From an optimization exercise on the open Yosys and OpenROAD flow, aimed at small area; shortcuts taken in it are not production practice.
At most, simulation tests tie the RTL to the original design; equivalence was not proved.
The flow treats the clock pin as an ideal source. Dropping or thinning the clock tree relies on that and would not hold on a real chip.
Power figures rest on the tool's default switching activity, not on a simulated workload.

// musec
module musec(input clk, input rb, output buzzer, output [7:0] segs, output [3:0] bits);
export LEC_CHECK = 0
export CAP_MARGIN = 20
export CORE_MARGIN = 2
export CORE_UTILIZATION = 40
export SLEW_MARGIN = 20
create_clock -name core_clock -period 10.0 [get_ports {clk}]
standard.sh (not shown) runs the stock make flow with config.mk's settings and CLKGATE_MAP_FILE= SYNTH_SCRIPT=/design/flow/synth_recipe.tcl, a recipe that flattens the netlist after the stock synthesis.
==> flow/flow/run.sh <==
#!/bin/bash
# Standard synthesis, then an area-oriented re-mapping of its combinational logic
# (flip-flops untouched: same instances, names and cell types), then the standard flow's own
# standard layout steps from floorplan to finish.
set -euo pipefail
cd "$(dirname "$0")/.."
W=$PWD
R=$W/orfs/results/$FLOW_PLATFORM/musec/base
LIB=$FLOW_HOME/platforms/$FLOW_PLATFORM/lib/sky130_fd_sc_hd__tt_025C_1v80.lib

bash standard.sh synth > $W/1_standard_synth.log 2>&1

cp $R/1_2_yosys.v $W/1_2_yosys_standard.v
bash $W/flow/resyn.sh $W/1_2_yosys_standard.v $W/1_2_yosys_resyn.v $LIB > $W/2_resyn.log 2>&1
# keep the standard synthesis's registers: same instance names and cell types
grep -oE 'sky130_fd_sc_hd__(df|edf|sdf)[a-z]+_[0-9]+ +[^ ]+' $W/1_2_yosys_standard.v | awk '{sub(/_[0-9]+$/,"",$1); print $1, $2}' | sort > $W/regs_standard.txt
grep -oE 'sky130_fd_sc_hd__(df|edf|sdf)[a-z]+_[0-9]+ +[^ ]+' $W/1_2_yosys_resyn.v | awk '{sub(/_[0-9]+$/,"",$1); print $1, $2}' | sort > $W/regs_resyn.txt
if cmp -s $W/regs_standard.txt $W/regs_resyn.txt; then
  cp $W/1_2_yosys_resyn.v $R/1_2_yosys.v
  rm -f $R/1_synth.odb $R/1_synth.sdc
else
  echo "resyn changed the registers; keeping the standard netlist" >> $W/2_resyn.log
fi

# extra make settings for the layout steps, one per line
mapfile -t KNOBS < <(grep -v '^#' $W/flow/knobs.txt | grep .)
bash standard.sh "${KNOBS[@]}" finish > $W/3_layout.log 2>&1
==> flow/flow/knobs.txt <==
# port buffers: the smallest buffer
BUFFER_PORTS_ARGS=-buffer_cell sky130_fd_sc_hd__buf_1
# one level of clock buffers, no dummy loads
CTS_ARGS=-sink_clustering_enable -repair_clock_nets -buf_list sky130_fd_sc_hd__clkbuf_16 -root_buf sky130_fd_sc_hd__clkbuf_16 -sink_clustering_size 50 -sink_clustering_max_diameter 500 -dont_use_dummy_load
Other scripts of this flow, unchanged in this note and not shown: flow/flow/resyn.sh
Change:
==> flow/flow/knobs.txt (replaced) <==
# port buffers: the smallest buffer
BUFFER_PORTS_ARGS=-buffer_cell sky130_fd_sc_hd__buf_1
# one level of clock buffers, no dummy loads
CTS_ARGS=-sink_clustering_enable -repair_clock_nets -buf_list sky130_fd_sc_hd__clkbuf_8 -root_buf sky130_fd_sc_hd__clkbuf_8 -sink_clustering_size 50 -sink_clustering_max_diameter 500 -dont_use_dummy_load
What happened: Critical path depth stays the same. Clock power fell by 32%. Global-route usage fell by 0.29 points. Via count stays flat. Count of clock-buffer cells in the layout is unchanged. Synthesized area is unchanged. Final cell count is unchanged. Non-clock buffer count stays the same. Worst setup slack is worse by 0.032 ns. Sequential cell count does not change.
No functional check of the RTL was part of any run of this note.


## try-onyx
The RTL this note starts from:
==> flow/design.v <==
module musec(input clk, input rb, output buzzer, output [7:0] segs, output [3:0] bits);
	reg [16:0] dc;
	reg [1:0] lt;
	wire dz = dc[15:0] == 16'd0;
	wire dtick = dz & ~dc[16];
	always @(posedge clk) begin
		dc <= {dc[15:0], dc[16] ^ dc[13] ^ dz};
		lt <= lt ^ {lt[0] & dtick, dtick};
	end
	assign segs = {~lt[1] & lt[0], lt[1] | lt[0], lt[1] ^ lt[0], 3'b000, ~lt[1] | lt[0], 1'b1};
	assign bits = {lt[1] | lt[0], lt[1] | ~lt[0], ~lt[1] | lt[0], ~lt[1] | ~lt[0]};
	reg st;             
	reg buzz;
	reg [5:0] cur;
	reg stop;
	reg [13:0] tc;      
	reg [4:0] hc;       
	assign buzzer = buzz;
	wire c_lo = ~cur[5] & ~(cur[4] & cur[3]);          
	wire c_hi = ~cur[5] & cur[4] & cur[3];             
	wire c32 = cur[5] & ~cur[0];                       
	wire tlong = c32 | (c_lo & ~cur[1] & ~cur[0]);
	wire tone_lo = c_lo & cur[0];
	wire tone_hi = c_hi & ~cur[0];
	wire t1 = (tone_lo & ~cur[4] & ~cur[3]) | (tone_hi & cur[2] & cur[1]);
	wire t2 = (tone_lo & ~cur[4] & cur[3]) | (tone_hi & cur[2] & ~cur[1]);
	wire t3 = (tone_lo & cur[4] & ~cur[3]) | (tone_hi & ~cur[2] & cur[1]);
	wire t4 = tone_hi & ~cur[2] & ~cur[1];
	wire rest = ~(tlong | tone_lo | tone_hi);
	wire [13:0] ltv = ({14{tlong}} & 14'd13793) | ({14{(t1 | rest)}} & 14'd5625) | ({14{t2}} & 14'd10223) | ({14{t3}} & 14'd13271) | ({14{t4}} & 14'd971);
	wire ev = tc == 14'd11713;
	wire fin = buzz & ((tlong & hc == 5'd14) | (t1 & hc == 5'd11) | (t2 & hc == 5'd11) | (t3 & hc == 5'd22) | (t4 & hc == 5'd12) | (rest & hc == 5'd31));
	wire done = fin & ((tlong & tc == 14'd7188) | ((t1 | rest) & tc == 14'd5752) | (t2 & tc == 14'd10179) | (t3 & tc == 14'd16308) | (t4 & tc == 14'd2158));
	always @(posedge clk) begin
		if (st | ev) tc <= ltv;
		else tc <= {tc[12:0], tc[13] ^ tc[12]};
		hc <= ({5{st}} & 5'd1) | ({5{~st & ev & buzz}} & {hc[3:0], hc[4] ^ hc[2]}) | ({5{~st & ~(ev & buzz)}} & hc);
	end
	always @(posedge clk or posedge rb) begin
		if (rb) begin
			st <= 1'b1;
			buzz <= 1'b1;
			cur <= 6'd0;
			stop <= 1'b0;
		end else if (st) begin
			st <= 1'b0;
			buzz <= 1'b0;
		end else begin
			if (rest) buzz <= 1'b1;
			else if (ev) buzz <= ~buzz;
			if (done) begin
				st <= 1'b1;
				if (~cur[5] & (&cur[4:0]) & ~stop) begin
					cur <= 6'd1;
					stop <= 1'b1;
				end else if (~(cur[5] & cur[0]))
					cur <= cur ^ {&cur[4:0], &cur[3:0], &cur[2:0], &cur[1:0], cur[0], 1'b1};
			end
		end
	end
endmodule
clock: 10.0 ns
lec_check: 0
cap_margin: 20
core_margin: 2
core_utilization: 40
slew_margin: 20
==> flow/flow/run.sh <==
#!/bin/bash
# Standard synthesis, then an area-oriented re-mapping of its combinational logic
# (flip-flops untouched: same instances, names and cell types), then the standard flow's own
# standard layout steps from floorplan to finish.
set -euo pipefail
cd "$(dirname "$0")/.."
W=$PWD
R=$W/orfs/results/$FLOW_PLATFORM/musec/base
LIB=$FLOW_HOME/platforms/$FLOW_PLATFORM/lib/sky130_fd_sc_hd__tt_025C_1v80.lib

bash standard.sh synth > $W/1_standard_synth.log 2>&1

cp $R/1_2_yosys.v $W/1_2_yosys_standard.v
bash $W/flow/resyn_iter.sh $W/1_2_yosys_standard.v $W/1_2_yosys_resyn0.v $LIB ${NUM_CORES:-4} > $W/2_resyn.log 2>&1
# one tie cell for all constants
python3 $W/flow/merge_conb.py $W/1_2_yosys_resyn0.v $W/1_2_yosys_resyn1.v
if bash $W/flow/eqcheck.sh $W/1_2_yosys_standard.v $W/1_2_yosys_resyn1.v $LIB >> $W/2_resyn.log 2>&1; then
  cp $W/1_2_yosys_resyn1.v $W/1_2_yosys_resyn.v
else
  cp $W/1_2_yosys_resyn0.v $W/1_2_yosys_resyn.v
fi
# keep the standard synthesis's registers: same instance names and cell types
grep -oE 'sky130_fd_sc_hd__(df|edf|sdf)[a-z]+_[0-9]+ +[^ ]+' $W/1_2_yosys_standard.v | awk '{sub(/_[0-9]+$/,"",$1); print $1, $2}' | sort > $W/regs_standard.txt
grep -oE 'sky130_fd_sc_hd__(df|edf|sdf)[a-z]+_[0-9]+ +[^ ]+' $W/1_2_yosys_resyn.v | awk '{sub(/_[0-9]+$/,"",$1); print $1, $2}' | sort > $W/regs_resyn.txt
if cmp -s $W/regs_standard.txt $W/regs_resyn.txt; then
  cp $W/1_2_yosys_resyn.v $R/1_2_yosys.v
  rm -f $R/1_synth.odb $R/1_synth.sdc
else
  echo "resyn changed the registers; keeping the standard netlist" >> $W/2_resyn.log
fi

# CTS: the flip-flops (under 50) are split by position into a few groups, each driven
# by one clock buffer from the clock port (flow/mycts.tcl), in place of TritonCTS's
# tree. The rest of ORFS's cts step (legalisation, timing repair) is unchanged.
read CLKBUF NGROUPS < <(grep -v '^#' $W/flow/clkbuf.txt | head -1)
rm -rf $W/scripts
cp -r $FLOW_HOME/scripts $W/scripts
python3 - $W/scripts/cts.tcl "$W/flow/mycts.tcl" "$CLKBUF" "$NGROUPS" <<'PY'
import sys
p, tcl, buf, n = sys.argv[1:5]
s = open(p).read()
old = 'log_cmd clock_tree_synthesis {*}$cts_args'
assert old in s
s = s.replace(old, f"source {tcl}\nlog_cmd my_small_cts {buf} {n}")
open(p, 'w').write(s)
PY
# extra make settings for the layout steps, one per line
mapfile -t KNOBS < <(grep -v '^#' $W/flow/knobs.txt | grep .)
bash standard.sh "${KNOBS[@]}" SCRIPTS_DIR=$W/scripts finish > $W/3_layout.log 2>&1
==> flow/flow/resyn_iter.sh <==
#!/bin/bash
# usage: resyn_iter.sh in.v out.v liberty [jobs]
# Runs resyn.sh five times: first on the standard netlist, then each time on the smallest result
# so far, each round with its own &deepsyn seeds; every round's result is checked against the
# standard netlist.
set -uo pipefail
IN=$1; OUT=$2; LIB=$3; JOBS=${4:-4}
D=$(cd "$(dirname "$0")" && pwd)
W=$(dirname "$OUT")
cur=$IN; cura=1e9
for r in 1 2 3 4 5; do
  SEEDS="$(seq -s ' ' $((r * 100 + 1)) $((r * 100 + 16)))" bash $D/resyn.sh $cur $W/resyn_round$r.v $LIB $JOBS $IN > $W/resyn_round$r.log 2>&1
  a=$(grep "^kept" $W/resyn_round$r.log | awk '{print $NF}')
  echo "round $r: ${a:-none}"
  [[ -z "$a" ]] && break
  if python3 -c "import sys; sys.exit(0 if $a < $cura - 0.5 else 1)"; then cur=$W/resyn_round$r.v; cura=$a; fi
done
echo "kept $cur: area $cura"
cp $cur $OUT
Other scripts of this flow, unchanged in this note and not shown: flow/flow/clkbuf.txt, flow/flow/cutff.py, flow/flow/eqcheck.sh, flow/flow/knobs.txt, flow/flow/merge_conb.py, flow/flow/mycts.tcl, flow/flow/resyn.sh
## Diff of input files: try-sierra against try-onyx
--- a/flow/flow/resyn_iter.sh
+++ b/flow/flow/resyn_iter.sh
@@ -1,5 +1,5 @@
 #!/bin/bash
 # usage: resyn_iter.sh in.v out.v liberty [jobs]
-# Runs resyn.sh five times: first on the standard netlist, then each time on the smallest result
+# Runs resyn.sh seven times: first on the standard netlist, then each time on the smallest result
 # so far, each round with its own &deepsyn seeds; every round's result is checked against the
 # standard netlist.
@@ -9,5 +9,5 @@
 W=$(dirname "$OUT")
 cur=$IN; cura=1e9
-for r in 1 2 3 4 5; do
+for r in 1 2 3 4 5 6 7; do
   SEEDS="$(seq -s ' ' $((r * 100 + 1)) $((r * 100 + 16)))" bash $D/resyn.sh $cur $W/resyn_round$r.v $LIB $JOBS $IN > $W/resyn_round$r.log 2>&1
   a=$(grep "^kept" $W/resyn_round$r.log | awk '{print $NF}')
## What came out
As far as wire length goes, try-onyx and try-sierra are indistinguishable; the numbers are identical.
Area added between synthesis and finish: try-onyx vs try-sierra identical
Compared with try-onyx, in try-sierra non-filler instance count after layout held steady; power share of the combinational group held steady.
Register share of the cell area: try-sierra vs try-onyx identical
Via count came out exactly the same in try-onyx and try-sierra.
In every run of this note, the design's own scripts or RTL, not TritonCTS, make the clock network.

-- afterwards: timing with drivers on the ports --
The flow's constraints put no driver on any port. The routed layouts listed below were extracted and timed again, unchanged, in two steps.
Step 1 sets driving cells, clkbuf_16 on the clock port and buf_2 on the other inputs (assumed; they add their load-dependent delay and slew).
Step 2 adds t to the input delays and takes it off the output delays; t is the mean of the earliest and latest rising clock arrival at the registers after step 1. Input paths then give back, and output paths get back, about the clock's delay inside the block.
a / b / c = ideal / step 1 / step 2; a / b = the first two.
| run | t, ns | setup WS [ns] | worst setup path after step 2 | latest minus earliest clock arrival (ns) |
|---|---|---|---|---|
| the first run of note 1 | 0.318 | 6.889 / 6.856 / 7.099 | register to register | 0.016 / 0.016 |
| the second run of note 1 | 0.327 | 6.857 / 6.831 / 7.076 | register to register | 0.027 / 0.027 |
| try-onyx | 0.195 | 6.926 / 6.883 / 7.026 | register to register | 0.007 / 0.007 |
| try-sierra | 0.195 | 6.926 / 6.883 / 7.026 | register to register | 0.007 / 0.007 |
After both steps setup and hold are still met in every run listed.
